Background: an optimization exercise with open tools, aiming at small area, a short achievable clock period and few clock cycles per item. Do not read the settings as production practice.
Only simulation tests tie the RTL to the original design; equivalence was not proved.

==> flow/design.v (excerpt) <==
module	cpuops(i_clk,i_reset, i_stb, i_op, i_a, i_b, o_c, o_f, o_valid,
			o_busy);
==> module aluop, before the edit <==
module	aluop(i_busy, i_last, i_op, i_a, i_b, i_mpy, i_hold, o_r, o_c);
	input	wire		i_busy, i_last;
	input	wire	[3:0]	i_op;
	input	wire	[31:0]	i_a, i_b;
	input	wire	[31:0]	i_mpy, i_hold;
	output	wire	[31:0]	o_r;
	output	wire		o_c;
	genvar	k;
	wire		sub = !i_op[1];
	wire	[32:0]	sum = { 1'b0, i_a } + { 1'b0, i_b ^ {(32){sub}} }
				+ { 32'h0, sub };
	wire		c_add = sum[32] ^ sub;
	wire	[31:0]	a_rev, b_rev;
	generate for(k=0; k<32; k=k+1)
	begin : REV
		assign	a_rev[k] = i_a[31-k];
		assign	b_rev[k] = i_b[31-k];
	end endgenerate
	wire		lsl  = i_op[1] & !i_op[0];
	wire		fill = i_op[1] & i_op[0] & i_a[31];
	wire		kill = |i_b[31:6];
	wire	[32:0]	sh_in = { (lsl) ? a_rev : i_a, 1'b0 };
	wire	signed	[33:0]	sh_x = { fill, sh_in };
	wire	[33:0]	sh_y = sh_x >>> i_b[5:0];
	wire	[32:0]	sh_r = (kill) ? {(33){fill}} : sh_y[32:0];
	wire	[31:0]	sh_rev;
	generate for(k=0; k<32; k=k+1)
	begin : SREV
		assign	sh_rev[k] = sh_r[32-k];
	end endgenerate
	wire	alu = !i_busy;
	wire	op_arith = alu && (i_op[3:2] == 2'b00) && !i_op[0];  
	wire	op_rsh   = alu && (i_op[3:2] == 2'b01) && i_op[0];   
	wire	op_lsl   = alu && (i_op == 4'h6);
	reg	t3, t2h, t1h, t2l, t1l, lg;
	always @(*)
	begin
		{ lg, t3, t2h, t1h, t2l, t1l } = 6'b0;
		case(i_op)
		4'h1: { lg, t3, t2h, t1h, t2l, t1l } = 6'b11_00_00;
		4'h3: { lg, t3, t2h, t1h, t2l, t1l } = 6'b11_11_11;
		4'h4: { lg, t3, t2h, t1h, t2l, t1l } = 6'b10_11_11;
		4'h9: { lg, t3, t2h, t1h, t2l, t1l } = 6'b11_10_01;
		4'ha, 4'hb, 4'hc:
		      { lg, t3, t2h, t1h, t2l, t1l } = 6'b11_10_10;
		4'hd, 4'he, 4'hf:
		      { lg, t3, t2h, t1h, t2l, t1l } = 6'b11_01_01;
		default: { lg, t3, t2h, t1h, t2l, t1l } = 6'b0;
		endcase
	end
	wire	op_brev = alu && (i_op == 4'h8);
	wire	op_logic = alu && lg;
	wire	[31:0]	t2 = { {(16){t2h}}, {(16){t2l}} };
	wire	[31:0]	t1 = { {(16){t1h}}, {(16){t1l}} };
	wire	[31:0]	logic_r = ({(32){t3}} & i_a & i_b) | (t2 & i_a & ~i_b)
			| (t1 & ~i_a & i_b);
	assign	o_r = ({(32){op_arith}} & sum[31:0])
			| ({(32){op_rsh}} & sh_r[32:1])
			| ({(32){op_lsl}} & sh_rev)
			| ({(32){op_logic}} & logic_r)
			| ({(32){op_brev}} & b_rev)
			| ({(32){i_last}} & i_mpy)
			| ({(32){i_busy && !i_last}} & i_hold);
	assign	o_c = (op_arith & c_add) | ((op_rsh | op_lsl) & sh_r[0]);
endmodule
==> flow/config.mk <==
export PLATFORM = sky130hd
export DESIGN_NAME = cpuops
export DESIGN_NICKNAME = cpuops
export VERILOG_FILES = /design/flow/design.v
export SDC_FILE = /design/flow/constraint.sdc
export NUM_CORES = 4
export LEC_CHECK = 0
export CAP_MARGIN = 20
export CORE_MARGIN = 2
export CORE_UTILIZATION = 40
export SETUP_SLACK_MARGIN = 4.5
export SLEW_MARGIN = 20
==> flow/constraint.sdc <==
create_clock -name core_clock -period 10.0 [get_ports {i_clk}]
set_input_delay 2.0000 -clock core_clock [delete_from_list [all_inputs] [get_ports {i_clk}]]
set_output_delay 2.0000 -clock core_clock [all_outputs]
set_load 0.01 [all_outputs]
run.sh (not shown) runs the stock make flow with config.mk's settings and CLKGATE_MAP_FILE= SYNTH_SCRIPT=/design/flow/synth_recipe.tcl, a recipe that flattens the netlist after the stock synthesis.
Testbench counts at the start, summed over its fixed seeds: cycles 28,765, items 16,384.
Then changed:
--- a/flow/design.v
+++ b/flow/design.v
@@ -640,35 +640,28 @@
 	wire	alu = !i_busy;
 	wire	op_arith = alu && (i_op[3:2] == 2'b00) && !i_op[0];  
 	wire	op_rsh   = alu && (i_op[3:2] == 2'b01) && i_op[0];   
 	wire	op_lsl   = alu && (i_op == 4'h6);
-	reg	t3, t2h, t1h, t2l, t1l, lg;
-	always @(*)
-	begin
-		{ lg, t3, t2h, t1h, t2l, t1l } = 6'b0;
-		case(i_op)
-		4'h1: { lg, t3, t2h, t1h, t2l, t1l } = 6'b11_00_00;
-		4'h3: { lg, t3, t2h, t1h, t2l, t1l } = 6'b11_11_11;
-		4'h4: { lg, t3, t2h, t1h, t2l, t1l } = 6'b10_11_11;
-		4'h9: { lg, t3, t2h, t1h, t2l, t1l } = 6'b11_10_01;
-		4'ha, 4'hb, 4'hc:
-		      { lg, t3, t2h, t1h, t2l, t1l } = 6'b11_10_10;
-		4'hd, 4'he, 4'hf:
-		      { lg, t3, t2h, t1h, t2l, t1l } = 6'b11_01_01;
-		default: { lg, t3, t2h, t1h, t2l, t1l } = 6'b0;
-		endcase
-	end
-	wire	op_brev = alu && (i_op == 4'h8);
-	wire	op_logic = alu && lg;
-	wire	[31:0]	t2 = { {(16){t2h}}, {(16){t2l}} };
-	wire	[31:0]	t1 = { {(16){t1h}}, {(16){t1l}} };
-	wire	[31:0]	logic_r = ({(32){t3}} & i_a & i_b) | (t2 & i_a & ~i_b)
-			| (t1 & ~i_a & i_b);
+	wire	op_and   = (i_op == 4'h1);
+	wire	op_or    = (i_op == 4'h3);
+	wire	op_xor   = (i_op == 4'h4);
+	wire	op_brev  = (i_op == 4'h8);
+	wire	op_ldilo = (i_op == 4'h9);
+	wire	op_mov   = (i_op[3:2] == 2'b11) && (i_op[1:0] != 2'b00);  
+	wire	op_mpy   = (i_op[3:1] == 3'b101) || (i_op == 4'hc);	 
+	wire	op_logic = alu && (op_and || op_or || op_xor || op_brev
+					|| op_ldilo || op_mov || op_mpy);
+	wire	[31:0]	logic_r = ({(32){op_and}} & (i_a & i_b))
+			| ({(32){op_or}} & (i_a | i_b))
+			| ({(32){op_xor}} & (i_a ^ i_b))
+			| ({(32){op_brev}} & b_rev)
+			| ({(32){op_ldilo}} & { i_a[31:16], i_b[15:0] })
+			| ({(32){op_mov}} & i_b)
+			| ({(32){op_mpy}} & i_a);
 	assign	o_r = ({(32){op_arith}} & sum[31:0])
 			| ({(32){op_rsh}} & sh_r[32:1])
 			| ({(32){op_lsl}} & sh_rev)
 			| ({(32){op_logic}} & logic_r)
-			| ({(32){op_brev}} & b_rev)
 			| ({(32){i_last}} & i_mpy)
 			| ({(32){i_busy && !i_last}} & i_hold);
 	assign	o_c = (op_arith & c_add) | ((op_rsh | op_lsl) & sh_r[0]);
 endmodule
Result: Critical path depth stays the same. Final cell count grows by a few percent. Die area goes up by a few percent. Utilization increases by 0.15 points. Wire length increases by a few percent. Non-clock buffer count rises by 1. Worst setup slack improves by 16 ps. Sequential share of layout area goes down by 0.47 points.
Testbench counts after the change, summed over its fixed seeds: cycles 28,765, items 16,384.

---

== v3 ==
cpuops again, from the RTL that the note above started with.
export LEC_CHECK = 0
export CAP_MARGIN = 20
export CORE_MARGIN = 2
export CORE_UTILIZATION = 40
export SETUP_SLACK_MARGIN = 5
export SLEW_MARGIN = 20
create_clock -name core_clock -period 10.0 [get_ports {i_clk}]
Testbench counts of v3, summed over its fixed seeds: cycles 28,765, items 16,384.
The inputs of v4 differ from those of v3 as listed below.
diff --git a/flow/design.v b/flow/design.v
--- a/flow/design.v
+++ b/flow/design.v
@@ -641,33 +641,26 @@
 	wire	op_arith = alu && (i_op[3:2] == 2'b00) && !i_op[0];  
 	wire	op_rsh   = alu && (i_op[3:2] == 2'b01) && i_op[0];   
 	wire	op_lsl   = alu && (i_op == 4'h6);
-	reg	t3, t2h, t1h, t2l, t1l, lg;
-	always @(*)
-	begin
-		{ lg, t3, t2h, t1h, t2l, t1l } = 6'b0;
-		case(i_op)
-		4'h1: { lg, t3, t2h, t1h, t2l, t1l } = 6'b11_00_00;
-		4'h3: { lg, t3, t2h, t1h, t2l, t1l } = 6'b11_11_11;
-		4'h4: { lg, t3, t2h, t1h, t2l, t1l } = 6'b10_11_11;
-		4'h9: { lg, t3, t2h, t1h, t2l, t1l } = 6'b11_10_01;
-		4'ha, 4'hb, 4'hc:
-		      { lg, t3, t2h, t1h, t2l, t1l } = 6'b11_10_10;
-		4'hd, 4'he, 4'hf:
-		      { lg, t3, t2h, t1h, t2l, t1l } = 6'b11_01_01;
-		default: { lg, t3, t2h, t1h, t2l, t1l } = 6'b0;
-		endcase
-	end
-	wire	op_brev = alu && (i_op == 4'h8);
-	wire	op_logic = alu && lg;
-	wire	[31:0]	t2 = { {(16){t2h}}, {(16){t2l}} };
-	wire	[31:0]	t1 = { {(16){t1h}}, {(16){t1l}} };
-	wire	[31:0]	logic_r = ({(32){t3}} & i_a & i_b) | (t2 & i_a & ~i_b)
-			| (t1 & ~i_a & i_b);
+	wire	op_and   = (i_op == 4'h1);
+	wire	op_or    = (i_op == 4'h3);
+	wire	op_xor   = (i_op == 4'h4);
+	wire	op_brev  = (i_op == 4'h8);
+	wire	op_ldilo = (i_op == 4'h9);
+	wire	op_mov   = (i_op[3:2] == 2'b11) && (i_op[1:0] != 2'b00);  
+	wire	op_mpy   = (i_op[3:1] == 3'b101) || (i_op == 4'hc);	 
+	wire	op_logic = alu && (op_and || op_or || op_xor || op_brev
+					|| op_ldilo || op_mov || op_mpy);
+	wire	[31:0]	logic_r = ({(32){op_and}} & (i_a & i_b))
+			| ({(32){op_or}} & (i_a | i_b))
+			| ({(32){op_xor}} & (i_a ^ i_b))
+			| ({(32){op_brev}} & b_rev)
+			| ({(32){op_ldilo}} & { i_a[31:16], i_b[15:0] })
+			| ({(32){op_mov}} & i_b)
+			| ({(32){op_mpy}} & i_a);
 	assign	o_r = ({(32){op_arith}} & sum[31:0])
 			| ({(32){op_rsh}} & sh_r[32:1])
 			| ({(32){op_lsl}} & sh_rev)
 			| ({(32){op_logic}} & logic_r)
-			| ({(32){op_brev}} & b_rev)
 			| ({(32){i_last}} & i_mpy)
 			| ({(32){i_busy && !i_last}} & i_hold);
 	assign	o_c = (op_arith & c_add) | ((op_rsh | op_lsl) & sh_r[0]);
### Flow results
v4 ran to completion and came out clean on the timing, DRC and antenna checks.
Synthesized cell count (v4 over v3): increase, about 3.5%
Looking only at per-instance average area after synthesis, and setting everything else aside, the higher value of v3 and v4 goes to v4.
In the tables for v3 and v4, least setup slack across all paths after layout reads lower with v3.
Compared to v3, v4 has wire length of the first global-routing pass about 1.7% higher.
Against v3, v4 comes in 0.50 points lower on share of synthesized area occupied by flip-flops and latches.
Per the comparison of v4 with v3, post-synthesis mux area share went down; total length of routed wires went up; synthesized-area fraction occupied by ao, oa, aoi and oai cells went down; count of inverters not on the clock network in the layout went up.
Number of inserted filler cells in the final layout up about 3.3% in v4 wrt v3
Relative to v3, worst-case headroom to the max-slew limit has decreased by 2.6 points in v4.
Testbench counts of v4, summed over its fixed seeds: cycles 28,765, items 16,384.

-- static timing again, ports no longer ideal --
The flow's constraints put no driver on any port. The routed layouts listed below were extracted and timed again, unchanged, in two steps. Step 1, drivers: a clkbuf_16 drives i_clk and a buf_2 each remaining input, both assumed. Step 2 times the ports against the registers' clock, not the clock port: input delays grow and output delays shrink by t, the midpoint of the rising clock arrivals with the driver on. Slacks: ideal / step 1 / step 2; pairs: ideal / step 1.
| run | t, ns | setup slack, ns | hold slack, ns | slew at the worst register clock pin (ns) | worst data-port slew with drivers (ns) |
|---|---|---|---|---|---|
| the first run of note 1 | 0.494 | 4.473 / 4.493 / 3.999 | 0.455 / 0.455 / 0.455 | 0.07 / 0.07 | 0.05 |
| the second run of note 1 | 0.486 | 4.489 / 4.519 / 4.033 | 0.499 / 0.499 / 0.499 | 0.07 / 0.07 | 0.04 |
| v3 | 0.496 | 4.771 / 4.771 / 4.385 | 0.481 / 0.481 / 0.481 | 0.08 / 0.08 | 0.04 |
| v4 | 0.490 | 4.794 / 4.794 / 4.444 | 0.464 / 0.464 / 0.464 | 0.07 / 0.07 | 0.04 |
After both steps every run listed still meets setup and hold. The setup slack of the first run of note 1, which loses most, moves by +0.020 ns with the drivers and by -0.474 ns with both steps.
